Source: an optimization exercise on an open RTL-to-GDS flow (aim: small area, a short achievable clock period and few clock cycles per item). Production flows keep margins and buffers that such runs may drop. The RTL was checked by simulation tests, not by an equivalence proof against the original design. Power is estimated from default activity; no workload was simulated.

// fc_layer
module fc_layer #(
    parameter INPUT_SIZE  = 16,
    parameter OUTPUT_SIZE = 8,
    parameter DATA_WIDTH  = 8
)(
    input  logic                          clk,
    input  logic                          reset,
    input  logic                          start,
    output logic                          done,
    input  logic signed [INPUT_SIZE*DATA_WIDTH-1:0]  input_data_flat,
    input  logic signed [OUTPUT_SIZE*INPUT_SIZE*DATA_WIDTH-1:0] weights_flat,
    input  logic signed [OUTPUT_SIZE*DATA_WIDTH-1:0]            bias_flat,
    output logic signed [OUTPUT_SIZE*DATA_WIDTH-1:0] output_data_flat
);
==> flow/config.mk <==
export PLATFORM = sky130hd
export DESIGN_NAME = fc_layer
export DESIGN_NICKNAME = fc_layer
export VERILOG_FILES = /design/flow/design.v
export SDC_FILE = /design/flow/constraint.sdc
export NUM_CORES = 4
export LEC_CHECK = 0
export CAP_MARGIN = 20
export CORE_AREA = 5 5 435 435
export DIE_AREA = 0 0 440 440
export SETUP_SLACK_MARGIN = 2.5
export SLEW_MARGIN = 20
export SYNTH_HIERARCHICAL = 1
export SYNTH_MINIMUM_KEEP_SIZE = 0
==> flow/constraint.sdc <==
create_clock -name core_clock -period 10.0 [get_ports {clk}]
set_input_delay 2.0000 -clock core_clock [delete_from_list [all_inputs] [get_ports {clk}]]
set_output_delay 2.0000 -clock core_clock [all_outputs]
set_load 0.01 [all_outputs]
standard.sh (not shown) runs the stock make flow with config.mk's settings and CLKGATE_MAP_FILE= SYNTH_SCRIPT=/design/flow/synth_recipe.tcl, a recipe that flattens the netlist after the stock synthesis.
==> flow/flow/run.sh <==
#!/bin/bash
# The standard layout, except that the ports are buffered with sky130_fd_sc_hd__buf_1
# rather than the delay buffer buffer_ports picks by itself.
set -euo pipefail
bash standard.sh "BUFFER_PORTS_ARGS=-buffer_cell sky130_fd_sc_hd__buf_1" finish > run_make.log 2>&1
The first run completed with no timing, DRC or antenna violations.
Testbench counts at the start, summed over its fixed seeds: cycles 1,920, inferences 384.
Change:
--- a/flow/config.mk
+++ b/flow/config.mk
@@ -9,3 +9,3 @@
-export CORE_AREA = 5 5 435 435
-export DIE_AREA = 0 0 440 440
-export SETUP_SLACK_MARGIN = 2.5
+export CORE_AREA = 5 5 455 455
+export DIE_AREA = 0 0 460 460
+export SETUP_SLACK_MARGIN = 3
After rerunning: Non-clock buffer count goes up by 150. Via count goes up slightly. Routed wire length goes up by a little under a tenth. Flip-flop and latch count is unchanged. Die area goes up by roughly a tenth. Setup slack improves by 410 ps. Register-to-register slack improves by 340 ps.
Change:
--- a/flow/config.mk
+++ b/flow/config.mk
@@ -9,3 +9,3 @@
-export CORE_AREA = 5 5 455 455
-export DIE_AREA = 0 0 460 460
-export SETUP_SLACK_MARGIN = 3
+export CORE_AREA = 5 5 435 435
+export DIE_AREA = 0 0 440 440
+export SETUP_SLACK_MARGIN = 3.25
=>
- die area drops by a little under a tenth
- routed wire length drops by a few percent
- total power drops slightly
- critical path depth climbs by 2
- clock skew climbs by 30 ps
- worst setup slack improves by 350 ps
- area after synthesis is unchanged
- cell count drops by a few percent
- utilization climbs by 3.4 points
- worst hold slack barely changes

* * *

fc_layer again, from the RTL that the note above started with.
Settings: LEC_CHECK=0, CAP_MARGIN=20, CORE_AREA=5 5 435 435, CTS_BUF_LIST=sky130_fd_sc_hd__clkbuf_4 sky130_fd_sc_hd__clkbuf_8, DIE_AREA=0 0 440 440, SETUP_SLACK_MARGIN=3, SLEW_MARGIN=20, SYNTH_HIERARCHICAL=1, SYNTH_MINIMUM_KEEP_SIZE=0; clock period 10.0 ns.
Scripts as last shown in full above: flow/flow/run.sh
The starting point finished with timing, DRC and antenna clean.
Testbench counts at the start, summed over its fixed seeds: cycles 1,920, inferences 384.
==> next run, changes <==
--- a/flow/config.mk
+++ b/flow/config.mk
@@ -10,5 +10,6 @@
 export CTS_BUF_LIST = sky130_fd_sc_hd__clkbuf_4 sky130_fd_sc_hd__clkbuf_8
 export DIE_AREA = 0 0 440 440
-export SETUP_SLACK_MARGIN = 3
+export PLACE_DENSITY = 0.5
+export SETUP_SLACK_MARGIN = 3.25
 export SLEW_MARGIN = 20
 export SYNTH_HIERARCHICAL = 1
=> Power climbs by 1.5%. Routed wire length climbs by 5.2%. Count of clock-buffer cells in the layout climbs by 3. Worst hold slack gets worse by 0.0037 ns. Synthesized area does not change. Final cell count barely changes.
==> next run, changes <==
--- a/flow/config.mk
+++ b/flow/config.mk
@@ -8,8 +8,5 @@
 export CAP_MARGIN = 20
 export CORE_AREA = 5 5 435 435
-export CTS_BUF_LIST = sky130_fd_sc_hd__clkbuf_4 sky130_fd_sc_hd__clkbuf_8
 export DIE_AREA = 0 0 440 440
-export PLACE_DENSITY = 0.5
-export SETUP_SLACK_MARGIN = 3.25
 export SLEW_MARGIN = 20
 export SYNTH_HIERARCHICAL = 1
Core utilization is lower by 1.4 points.
Total power rose slightly.
Synthesized area stays the same.
Clock power goes up by a few percent.
Setup slack gets worse by 0.97 ns.
Sequential share of layout area increases by 0.41 points.
Synthesized cell count is unchanged.
Maximum frequency goes down by roughly a tenth.
Routed wire length goes down by a few percent.
Sequential power stays flat.
==> next run, changes <==
--- a/flow/config.mk
+++ b/flow/config.mk
@@ -9,4 +9,6 @@
 export CORE_AREA = 5 5 435 435
 export DIE_AREA = 0 0 440 440
+export GPL_ROUTABILITY_DRIVEN = 0
+export SETUP_SLACK_MARGIN = 3.25
 export SLEW_MARGIN = 20
 export SYNTH_HIERARCHICAL = 1
After rerunning: Design area increases by about 5.6%; global-route usage decreases by 0.34 points; power decreases by 0.87%.

* * *

Starting RTL as in the previous note.
clock: 10.0 ns
lec_check: 0
cap_margin: 5
core_area: 5 5 435 435
die_area: 0 0 440 440
setup_slack_margin: 3.25
slew_margin: 5
synth_hierarchical: 1
synth_minimum_keep_size: 0
Scripts as last shown in full above: flow/flow/run.sh
Testbench counts at the start, summed over its fixed seeds: cycles 1,920, inferences 384.
Next try:
- ABC_CLOCK_PERIOD_IN_PS: not set -> 4000
- CAP_MARGIN: 5 -> 20
- SETUP_SLACK_MARGIN: 3.25 -> 3
- SLEW_MARGIN: 5 -> 20
Sequential share of layout area is higher by 0.16 points.
Total power is higher by about 0.64%.
Core utilization is lower by 0.57 points.
Design area is lower by about 1.5%.
Next try:
- ABC_CLOCK_PERIOD_IN_PS: 4000 -> not set
- TNS_END_PERCENT: not set -> 20
Result: Sequential share of layout area stays the same; clock skew does not change; clock-buffer cell count does not change; flip-flop and latch count stays the same; worst setup slack is unchanged.
Next try:
- SETUP_SLACK_MARGIN: 3 -> 3.5
- TNS_END_PERCENT: 20 -> not set
After rerunning:
- utilization grows by 4.6 points
- setup slack gains 0.38 ns
- total power grows by a few percent
- cell area grows by roughly a tenth
Next try:
- PLACE_DENSITY: not set -> 0.75
- SETUP_SLACK_MARGIN: 3.5 -> 3
What happened: The new run completed with no timing, DRC or antenna violations. Wire length went down by about 6%. Final cell count decreases by 1.6%. Synthesized area is unchanged. Combinational power drops by about 4%. Global-route usage is lower by 1.5 points.
Next try:
- PLACE_DENSITY: 0.75 -> not set
- SETUP_SLACK_MARGIN: 3 -> 4
After rerunning: Clock-buffer cell count rises by 3. Global-route usage rises by 5.5 points. Wire length climbs by 13%. Worst hold slack hardly moves. Fmax increases by 5.2%. Power grows by 8.8%. Clock skew goes up by 0.0089 ns. Combinational power grows by 18%. Non-clock buffer count went up by 276.

* * *

== job 4569 ==
Starting RTL as in the previous note.
export LEC_CHECK = 0
export CAP_MARGIN = 20
export CORE_AREA = 5 5 435 435
export CTS_BUF_LIST = sky130_fd_sc_hd__clkbuf_4 sky130_fd_sc_hd__clkbuf_8
export DIE_AREA = 0 0 440 440
export SETUP_SLACK_MARGIN = 3.25
export SLEW_MARGIN = 20
export SYNTH_HIERARCHICAL = 1
export SYNTH_MINIMUM_KEEP_SIZE = 0
create_clock -name core_clock -period 10.0 [get_ports {clk}]
Scripts as last shown in full above: flow/flow/run.sh
Testbench counts of job 4569, summed over its fixed seeds: cycles 1,920, inferences 384.
The following lists how job 7931 was set up differently from job 4569:
- changing SETUP_SLACK_MARGIN from 3.25 to 3
- removing CTS_BUF_LIST (formerly sky130_fd_sc_hd__clkbuf_4 sky130_fd_sc_hd__clkbuf_8)
## What came out
- Job 7931 finished every step from synthesis to the final layout, and the layout passed the timing, DRC and antenna checks.
- Job 4569 completed every stage of the flow, and the final layout passed the timing, DRC and antenna checks.
- Number of instances in the synthesized netlist: job 7931 vs job 4569 identical
- Summary — total of clock buffers placed in the layout, job 7931 relative to job 4569: lower, by 30.
- Going from job 4569 to job 7931, clock network power share +1.4 points, total power draw went up.
- Compare job 7931 and job 4569 | fraction of power consumed by combinational cells lower: job 7931
- Taking job 4569 as the reference, in job 7931 post-route minimum period saw an increase; final instance area barely changed.
Changes in job 3459 relative to job 7931:
- a change of SETUP_SLACK_MARGIN from 3 to 3.5
- an added TNS_END_PERCENT of 20
Results
Mux cell area share after synthesis came out exactly the same in job 7931 and job 3459.
Compared to job 7931, job 3459 has global-route usage 2.7 points higher.
Changes observed in job 3459 relative to job 7931: portion of total power attributed to the clock network lost 0.9 points; number of buffers and inverters on the critical path now smaller.
Relative to job 7931, switching power as a share of total power has increased by 0.27 points in job 3459.
Critical path's slowest cell = sky130_fd_sc_hd__fa_1: job 3459; critical path's slowest cell = sky130_fd_sc_hd__nand2_2: job 7931
Compared with job 7931, in job 3459 sequential share of the synthesized area closely matched the old numbers, total power consumption of the routed design increased by 0.14 mW relative to the old numbers, arrival time reported for the critical path endpoint decreased 0.52 ns, area overhead of the layout relative to synthesis moved up, initial antenna violation count shows an increase of about 22%.
Delta(headroom to the max-slew limit, job 3459 - job 7931) > 0
Relative to job 3459, the following input files were edited for job 7872:
- SETUP_SLACK_MARGIN: 3.5 -> 3.25
- PLACE_DENSITY: unset -> 0.65
- CTS_BUF_LIST: unset -> sky130_fd_sc_hd__clkbuf_4 sky130_fd_sc_hd__clkbuf_8
- TNS_END_PERCENT: 20 -> unset
--- outcome ---
Between job 3459 and job 7872, the post-synthesis to final-layout area growth is lower for job 7872. Net switching power is lower on job 7872. Worst hold slack: job 3459 vs job 7872, no meaningful difference. For worst voltage drop across the vdd grid, dividing the value from job 3459 by the value from job 7872 gives 1.3. Cmp job 3459 and job 7872 / clock power share / lower: job 7872. The setup slack of job 7872 is smaller than that of job 3459. Reported for job 3459 and job 7872, number of buffers added to fix hold violations after cts turned out identical to the last digit. Sequential share of layout area in job 7872 is 1.0 points higher than in job 3459. Going from job 3459 to job 7872, total area of multi-input combinational cells shrank by a little under 10%. Looking only at total power, and setting everything else aside, the higher value of job 3459 and job 7872 goes to job 3459. Going from job 3459 to job 7872, the aggregate global-route resource usage was found to have gone down by 2.0 points.

what the ideal ports hide:
How much do the figures lean on ideal ports? The routed layouts below were timed once more, with nothing changed but the port constraints.
Step 1, drivers: a clkbuf_16 drives clk and a buf_2 each remaining input, both assumed.
Step 2, shift: input delay + t, output delay - t, t = (earliest + latest rising clock arrival at the registers) / 2. This alone moves slack from input paths to output paths.
a / b / c = ideal ports / drivers / drivers and shift; a / b = the first two.
run | t, ns | setup slack, ns | worst setup path after step 2 | slew at the worst register clock pin (ns)
the first run of note 1 | 0.734 | 2.450 / 2.511 / 1.777 | input to register | 0.08 / 0.08
the second run of note 1 | 0.766 | 2.859 / 2.930 / 2.164 | input to register | 0.07 / 0.07
the third run of note 1 | 0.768 | 3.204 / 3.186 / 2.417 | input to register | 0.09 / 0.09
the first run of note 2 | 0.866 | 2.909 / 2.975 / 2.109 | input to register | 0.08 / 0.08
the second run of note 2 | 0.893 | 3.039 / 3.107 / 2.214 | input to register | 0.09 / 0.09
the third run of note 2 | 0.774 | 2.073 / 2.139 / 1.364 | input to register | 0.07 / 0.07
the fourth run of note 2 | 0.727 | 3.115 / 3.181 / 2.454 | input to register | 0.07 / 0.07
the first run of note 3 | 0.768 | 3.204 / 3.186 / 2.417 | input to register | 0.09 / 0.09
the second run of note 3 | 0.758 | 2.964 / 3.033 / 2.275 | input to register | 0.07 / 0.07
the third run of note 3 | 0.758 | 2.964 / 3.033 / 2.275 | input to register | 0.07 / 0.07
the fourth run of note 3 | 0.756 | 3.347 / 3.373 / 2.616 | input to register | 0.07 / 0.07
the fifth run of note 3 | 0.734 | 2.843 / 2.908 / 2.174 | input to register | 0.08 / 0.08
the sixth run of note 3 | 0.754 | 3.197 / 3.229 / 2.475 | input to register | 0.07 / 0.07
job 4569 | 0.887 | 3.193 / 3.232 / 2.345 | input to register | 0.08 / 0.08
job 7931 | 0.758 | 2.964 / 3.033 / 2.275 | input to register | 0.07 / 0.07
job 3459 | 0.766 | 3.361 / 3.432 / 2.666 | input to register | 0.07 / 0.07
job 7872 | 0.853 | 3.102 / 3.138 / 2.285 | input to register | 0.07 / 0.07
After both steps every run listed still meets setup and hold. The setup slack of job 4569, which loses most, moves by +0.039 ns with the drivers and by -0.848 ns with both steps.
